Source: an optimization exercise on an open RTL-to-GDS flow (aim: small area, a short achievable clock period and few clock cycles per item). Production flows keep margins and buffers that such runs may drop.
At most, simulation tests tie the RTL to the original design; equivalence was not proved.

## v6
## redmule_mx_encoder
module redmule_mx_encoder
#(
    parameter int unsigned DATA_W = 256,
    parameter int unsigned BITW = 16,
    parameter int unsigned NUM_LANES = 32
)(
    input logic                    clk_i,
    input logic                   rst_ni,
    input logic [2:0]              mx_format_i,
    input logic                  fp16_valid_i,
    output logic                 fp16_ready_o,
    input logic [NUM_LANES*BITW-1:0]       fp16_data_i,
    output logic                         mx_val_valid_o,
    input  logic                         mx_val_ready_i,
    output logic [DATA_W-1:0]            mx_val_data_o,
    output logic                         mx_exp_valid_o,
    input  logic                         mx_exp_ready_i,
    output logic [7:0]                   mx_exp_data_o
);
localparam int unsigned ELEM_WIDTH = 8;
logic f_e5m2, f_e3m2, f_e2m3, f_e2m1, f_e4m3;
assign f_e5m2 = (mx_format_i == MX_FMT_E5M2);
assign f_e3m2 = (mx_format_i == MX_FMT_E3M2);
assign f_e2m3 = (mx_format_i == MX_FMT_E2M3);
assign f_e2m1 = (mx_format_i == MX_FMT_E2M1);
assign f_e4m3 = !(f_e5m2 || f_e3m2 || f_e2m3 || f_e2m1);
logic mb3, mb2, mb1;
assign mb3 = f_e4m3 | f_e2m3;
assign mb2 = f_e5m2 | f_e3m2;
assign mb1 = f_e2m1;
logic sp7, sp5, sp3;
assign sp7 = f_e4m3 | f_e5m2;
assign sp5 = f_e3m2 | f_e2m3;
assign sp3 = f_e2m1;
logic [4:0] elim;
logic [6:0] mc, ic, ovf;
always_comb begin
  unique case (1'b1)
    f_e5m2: begin elim = 5'd30; mc = 7'h7B; ic = 7'h7C; ovf = 7'h7C; end
    f_e3m2: begin elim = 5'd6;  mc = 7'h1B; ic = 7'h1C; ovf = 7'h1C; end
    f_e2m3: begin elim = 5'd3;  mc = 7'h1F; ic = 7'h1F; ovf = 7'h20; end
    f_e2m1: begin elim = 5'd3;  mc = 7'h07; ic = 7'h07; ovf = 7'h08; end
    default: begin elim = 5'd14; mc = 7'h77; ic = 7'h78; ovf = 7'h78; end
  endcase
end
logic [4:0] emax;
logic [NUM_LANES-1:0] cand [6];
always_comb begin
  for (int l = 0; l < NUM_LANES; l++)
    cand[5][l] = ~&fp16_data_i[BITW*l+10 +: 5];
  for (int b = 4; b >= 0; b--) begin
    logic [NUM_LANES-1:0] hit;
    for (int l = 0; l < NUM_LANES; l++)
      hit[l] = cand[b+1][l] & fp16_data_i[BITW*l+10+b];
    emax[b] = |hit;
    cand[b] = emax[b] ? hit : cand[b+1];
  end
end
logic [7:0] scale;
always_comb begin
  logic [7:0] off;
  unique case (1'b1)
    f_e5m2:         off = 8'd97;    
    f_e3m2:         off = 8'd109;   
    f_e2m3, f_e2m1: off = 8'd110;   
  ...
Size in the first run: roughly 790 I/O pins, roughly 27,000 um2 of cells after synthesis.
==> module redmule_mx_encoder, before the edit <==
module redmule_mx_encoder
#(
    parameter int unsigned DATA_W = 256,
    parameter int unsigned BITW = 16,
    parameter int unsigned NUM_LANES = 32
)(
    input logic                    clk_i,
    input logic                   rst_ni,
    input logic [2:0]              mx_format_i,
    input logic                  fp16_valid_i,
    output logic                 fp16_ready_o,
    input logic [NUM_LANES*BITW-1:0]       fp16_data_i,
    output logic                         mx_val_valid_o,
    input  logic                         mx_val_ready_i,
    output logic [DATA_W-1:0]            mx_val_data_o,
    output logic                         mx_exp_valid_o,
    input  logic                         mx_exp_ready_i,
    output logic [7:0]                   mx_exp_data_o
);
localparam int unsigned ELEM_WIDTH = 8;
logic f_e5m2, f_e3m2, f_e2m3, f_e2m1, f_e4m3;
assign f_e5m2 = (mx_format_i == MX_FMT_E5M2);
assign f_e3m2 = (mx_format_i == MX_FMT_E3M2);
assign f_e2m3 = (mx_format_i == MX_FMT_E2M3);
assign f_e2m1 = (mx_format_i == MX_FMT_E2M1);
assign f_e4m3 = !(f_e5m2 || f_e3m2 || f_e2m3 || f_e2m1);
logic mb3, mb2, mb1;
assign mb3 = f_e4m3 | f_e2m3;
assign mb2 = f_e5m2 | f_e3m2;
assign mb1 = f_e2m1;
logic sp7, sp5, sp3;
assign sp7 = f_e4m3 | f_e5m2;
assign sp5 = f_e3m2 | f_e2m3;
assign sp3 = f_e2m1;
logic [4:0] elim;
logic [6:0] mc, ic, ovf;
always_comb begin
  unique case (1'b1)
    f_e5m2: begin elim = 5'd30; mc = 7'h7B; ic = 7'h7C; ovf = 7'h7C; end
    f_e3m2: begin elim = 5'd6;  mc = 7'h1B; ic = 7'h1C; ovf = 7'h1C; end
    f_e2m3: begin elim = 5'd3;  mc = 7'h1F; ic = 7'h1F; ovf = 7'h20; end
    f_e2m1: begin elim = 5'd3;  mc = 7'h07; ic = 7'h07; ovf = 7'h08; end
    default: begin elim = 5'd14; mc = 7'h77; ic = 7'h78; ovf = 7'h78; end
  endcase
end
logic [4:0] emax;
logic [NUM_LANES-1:0] cand [6];
always_comb begin
  for (int l = 0; l < NUM_LANES; l++)
    cand[5][l] = ~&fp16_data_i[BITW*l+10 +: 5];
  for (int b = 4; b >= 0; b--) begin
    logic [NUM_LANES-1:0] hit;
    for (int l = 0; l < NUM_LANES; l++)
      hit[l] = cand[b+1][l] & fp16_data_i[BITW*l+10+b];
    emax[b] = |hit;
    cand[b] = emax[b] ? hit : cand[b+1];
  end
end
logic [7:0] scale;
always_comb begin
  logic [7:0] off;
  unique case (1'b1)
    f_e5m2:         off = 8'd97;    
    f_e3m2:         off = 8'd109;   
    f_e2m3, f_e2m1: off = 8'd110;   
    default:        off = 8'd105;   
  endcase
  scale = (emax == 5'd0) ? 8'd127 : ({3'b0, emax} + off);
end
logic [6:0] kd, ks;
logic [4:0] thr;
assign kd  = {2'b0, elim} - {2'b0, emax};
assign ks  = mb3 ? {kd[3:0], 3'b0} : mb2 ? {kd[4:0], 2'b0} : {kd[5:0], 1'b0};
assign thr = (emax > elim) ? (emax - elim) : 5'd0;
function automatic logic [6:0] add7(input logic [6:0] a, input logic [6:0] b, input logic cin);
  logic c;
  c = cin;
  for (int i = 0; i < 7; i++) begin
    add7[i] = a[i] ^ b[i] ^ c;
    c = (a[i] & b[i]) | (c & (a[i] ^ b[i]));
  end
endfunction
logic [DATA_W-1:0] val_d;
always_comb begin
  for (int l = 0; l < NUM_LANES; l++) begin
    logic       s;
    logic [4:0] e;
    logic [9:0] m;
    logic [6:0] z, w, c;
    logic       rbit, sticky, ru, zero, big, sat;
    s = fp16_data_i[BITW*l+15];
    e = fp16_data_i[BITW*l+10 +: 5];
    m = fp16_data_i[BITW*l +: 10];
    unique case (1'b1)
      mb3:     begin z = {e[3:0], m[9:7]}; rbit = m[6]; sticky = |m[5:0]; end
      mb2:     begin z = {e, m[9:8]};      rbit = m[7]; sticky = |m[6:0]; end
      default: begin z = {1'b0, e, m[9]};  rbit = m[8]; sticky = |m[7:0]; end
    endcase
    ru = rbit & (sticky | z[0]);
    w  = add7(z, ks, ru);
    big  = &e;
    zero = (e <= thr);
    sat  = ((w & ovf) == ovf);
    if (big)       c = ic | {6'b0, |m};
    else if (sat)  c = mc;
    else           c = w;
    if (zero && !big) val_d[ELEM_WIDTH*l +: ELEM_WIDTH] = {s, 7'b0};
    else val_d[ELEM_WIDTH*l +: ELEM_WIDTH] =
        {s & sp7, c[6], c[5] | (s & sp5), c[4], c[3] | (s & sp3), c[2:0]};
  end
end
logic              v_q;
logic [DATA_W-1:0] val_q;
logic [7:0]        scale_q;
logic              load;
assign fp16_ready_o = !v_q || (mx_val_ready_i && mx_exp_ready_i);
assign load         = fp16_valid_i && fp16_ready_o;
always_ff @(posedge clk_i or negedge rst_ni) begin
  if (!rst_ni) v_q <= 1'b0;
  else if (fp16_ready_o) v_q <= fp16_valid_i;
end
always_ff @(posedge clk_i) begin
  if (load) begin
    val_q   <= val_d;
    scale_q <= scale;
  end
end
assign mx_val_valid_o = v_q;
assign mx_exp_valid_o = v_q;
assign mx_val_data_o  = val_q;
assign mx_exp_data_o  = scale_q;
endmodule
==> flow/config.mk <==
export PLATFORM = sky130hd
export DESIGN_NAME = redmule_mx_encoder
export DESIGN_NICKNAME = redmule_mx_encoder
export VERILOG_FILES = /design/flow/design.v
export SDC_FILE = /design/flow/constraint.sdc
export NUM_CORES = 4
export LEC_CHECK = 0
export ABC_AREA = 1
export CAP_MARGIN = 20
export CORE_MARGIN = 2
export CORE_UTILIZATION = 40
export PLACE_DENSITY = 0.6
export SLEW_MARGIN = 20
==> flow/constraint.sdc <==
create_clock -name core_clock -period 66.0 [get_ports {clk_i}]
set_input_delay 13.2000 -clock core_clock [delete_from_list [all_inputs] [get_ports {clk_i}]]
set_output_delay 13.2000 -clock core_clock [all_outputs]
set_load 0.01 [all_outputs]
standard.sh (not shown) runs the stock make flow with config.mk's settings and CLKGATE_MAP_FILE= SYNTH_SCRIPT=/design/flow/synth_recipe.tcl, a recipe that flattens the netlist after the stock synthesis.
==> flow/flow/run.sh <==
#!/bin/bash
# Own layout flow: the standard synthesis, then the combinational logic is
# re-mapped for area (flip-flops untouched), then the standard layout from
# that netlist. Each tool's output goes to a log file in this folder.
set -euo pipefail
HERE=$(pwd)
FLOWDIR=$HERE/flow
R=$HERE/orfs/results/$FLOW_PLATFORM/redmule_mx_encoder/base
P=$FLOW_HOME/platforms/$FLOW_PLATFORM
LIB=$P/lib/sky130_fd_sc_hd__tt_025C_1v80.lib

bash standard.sh synth > $HERE/log_1_standard_synth.log 2>&1

cp $R/1_2_yosys.v $HERE/standard_netlist.v
DONTUSE=$(grep -A60 "^export DONT_USE_CELLS" $P/config.mk | sed -n '1,/^$/p' | grep -o "sky130_fd_sc_hd__[a-z0-9_]*" | sed 's/^/-dont_use /' | tr '\n' ' ')
printf 'set_driving_cell sky130_fd_sc_hd__buf_1\nset_load 5\n' > $HERE/reopt.constr
sed -e "s#{LIB}#$LIB#g" -e "s#{IN}#$HERE/standard_netlist.v#" -e "s#{TOP}#$FLOW_TOP#g" \
    -e "s#{ABCSCRIPT}#$FLOWDIR/reopt.abc#" -e "s#{CONSTR}#$HERE/reopt.constr#" \
    -e "s#{DONTUSE}#$DONTUSE#" -e "s#{STAT}#$HERE/reopt_stat.txt#" -e "s#{OUT}#$HERE/reopt_netlist.v#" \
    $FLOWDIR/reopt.ys > $HERE/reopt_run.ys
yosys -s $HERE/reopt_run.ys > $HERE/log_2_reopt_yosys.log 2>&1
cp $HERE/reopt_netlist.v $R/1_2_yosys.v

bash standard.sh do-1_synth > $HERE/log_3_synth_odb.log 2>&1
export BUFFER_PORTS_ARGS="-buffer_cell sky130_fd_sc_hd__buf_1"
bash standard.sh finish > $HERE/log_4_layout.log 2>&1
==> flow/flow/reopt.abc <==
strash
dch -f
amap
strash
dch -f
amap
topo
==> flow/flow/reopt.ys <==
# Re-map the combinational logic of the standard synthesis for area.
# Flip-flops (and tie cells) stay the instances standard synthesis made,
# with their names and cell types; all other cells are flattened to their
# library functions and mapped again by ABC with an area-only script.
read_liberty -ignore_miss_func {LIB}
read_verilog {IN}
hierarchy -top {TOP}
setattr -mod -set keep_hierarchy 1 sky130_fd_sc_hd__*df* sky130_fd_sc_hd__conb*
flatten
opt -purge
select {TOP}
abc -script {ABCSCRIPT} -liberty {LIB} -constr {CONSTR} {DONTUSE}
opt_clean -purge
tee -o {STAT} stat -liberty {LIB}
write_verilog -noattr -noexpr -nohex -nodec -selected {OUT}
v6 has completed all stages; timing, DRC and antenna checks passed.
#### Input delta (v7 over v6)
--- a/flow/design.v
+++ b/flow/design.v
@@ -77,46 +77,41 @@
   endcase
   scale = (emax == 5'd0) ? 8'd127 : ({3'b0, emax} + off);
 end
-logic [6:0] kd, ks;
-logic [4:0] thr;
-assign kd  = {2'b0, elim} - {2'b0, emax};
-assign ks  = mb3 ? {kd[3:0], 3'b0} : mb2 ? {kd[4:0], 2'b0} : {kd[5:0], 1'b0};
-assign thr = (emax > elim) ? (emax - elim) : 5'd0;
-function automatic logic [6:0] add7(input logic [6:0] a, input logic [6:0] b, input logic cin);
-  logic c;
-  c = cin;
-  for (int i = 0; i < 7; i++) begin
-    add7[i] = a[i] ^ b[i] ^ c;
-    c = (a[i] & b[i]) | (c & (a[i] ^ b[i]));
-  end
-endfunction
+logic [5:0] kd;
+assign kd = {1'b0, elim} - {1'b0, emax};
 logic [DATA_W-1:0] val_d;
 always_comb begin
   for (int l = 0; l < NUM_LANES; l++) begin
     logic       s;
     logic [4:0] e;
     logic [9:0] m;
-    logic [6:0] z, w, c;
-    logic       rbit, sticky, ru, zero, big, sat;
+    logic [2:0] mt, mo;
+    logic       rbit, sticky, ones, ru, cy, zero, big;
+    logic [5:0] ep;        
+    logic [6:0] c;         
     s = fp16_data_i[BITW*l+15];
     e = fp16_data_i[BITW*l+10 +: 5];
     m = fp16_data_i[BITW*l +: 10];
     unique case (1'b1)
-      mb3:     begin z = {e[3:0], m[9:7]}; rbit = m[6]; sticky = |m[5:0]; end
-      mb2:     begin z = {e, m[9:8]};      rbit = m[7]; sticky = |m[6:0]; end
-      default: begin z = {1'b0, e, m[9]};  rbit = m[8]; sticky = |m[7:0]; end
+      mb3:     begin mt = m[9:7];         rbit = m[6]; sticky = |m[5:0]; ones = &m[9:7]; end
+      mb2:     begin mt = {1'b0, m[9:8]}; rbit = m[7]; sticky = |m[6:0]; ones = &m[9:8]; end
+      default: begin mt = {2'b0, m[9]};   rbit = m[8]; sticky = |m[7:0]; ones = m[9];   end
     endcase
-    ru = rbit & (sticky | z[0]);
-    w  = add7(z, ks, ru);
+    ru = rbit & (sticky | mt[0]) & !(ones && cand[0][l]);
+    cy = ru & ones;
+    mo = mt + {2'b0, ru};
+    ep   = {1'b0, e} + kd + {5'b0, cy};
     big  = &e;
-    zero = (e <= thr);
-    sat  = ((w & ovf) == ovf);
-    if (big)       c = ic | {6'b0, |m};
-    else if (sat)  c = mc;
-    else           c = w;
+    zero = (e == 5'd0) || ep[5] || (ep[4:0] == 5'd0) || (cy && ep[4:0] == 5'd1);
+    unique case (1'b1)
+      mb3:     c = {ep[3:0], mo[2:0]};
+      mb2:     c = {ep[4:0], mo[1:0]};
+      default: c = {4'b0, ep[1:0], mo[0]};
+    endcase
+    if (big) c = ic | {6'b0, |m};
     if (zero && !big) val_d[ELEM_WIDTH*l +: ELEM_WIDTH] = {s, 7'b0};
     else val_d[ELEM_WIDTH*l +: ELEM_WIDTH] =
-        {s & sp7, c[6], c[5] | (s & sp5), c[4], c[3] | (s & sp3), c[2:0]};
+        {s & sp7, c[6] & sp7, c[5] | (s & sp5), c[4], c[3] | (s & sp3), c[2:0]};
   end
 end
 logic              v_q;
==> comparison <==
v7 finished every step from synthesis to the final layout, and the layout passed the timing, design-rule and antenna checks. Between v6 and v7, multi-input gate share of total cell area is higher for v6, v7 comes in under that. On cell count after synthesis, the higher figure sits with v6, not v7. Wire length, v6 and v7, higher one = v6. Fmax in v7 vs v6: up 4.0%. Area of the placeable core was lower in the run labelled v7. Looking at non-clock buffer count, v7 sits 6 below v6. v7 ends up with a register-to-register slack that is 470 ps lower than in v6. In v7 the sequential share of layout area turned out 1.5 points higher than in v6. [compare] base=v6 new=v7: area of all placed cells without fillers decreased by 1900 um2 relative to the old numbers; aggregate global-route resource usage dropped 2.0 points; filler cell count shows a reduction of 303; final clock period utilization by the worst path down 1.6 points.
Testbench counts of v7, summed over its fixed seeds: cycles 2,056, items 2,048.
Only the layout flow was run in v6; the RTL was not checked for function there.

what the ideal ports hide:
Ports are ideal in the flow. The routed layouts listed here were re-timed in OpenROAD. Step 1, drivers: a clkbuf_16 drives clk_i and a buf_2 each remaining input, both assumed. Step 2 adds t to the input delays and takes it off the output delays; t is the mean of the earliest and latest rising clock arrival at the registers after step 1. Input paths then give back, and output paths get back, about the clock's delay inside the block. Three values: no drivers, after step 1, after step 2; two values: the first two.
run	shift t [ns]	setup WS [ns]	slew at the worst register clock pin (ns)	worst slew at a driven data input, ns
v6	0.630	38.189 / 38.203 / 37.573	0.07 / 0.07	0.18
v7	0.626	39.246 / 39.232 / 38.644	0.07 / 0.07	0.15
After both steps every run listed still meets setup and hold. For v6, which loses most, drivers alone change the setup slack by +0.014 ns; drivers and shift together by -0.616 ns.
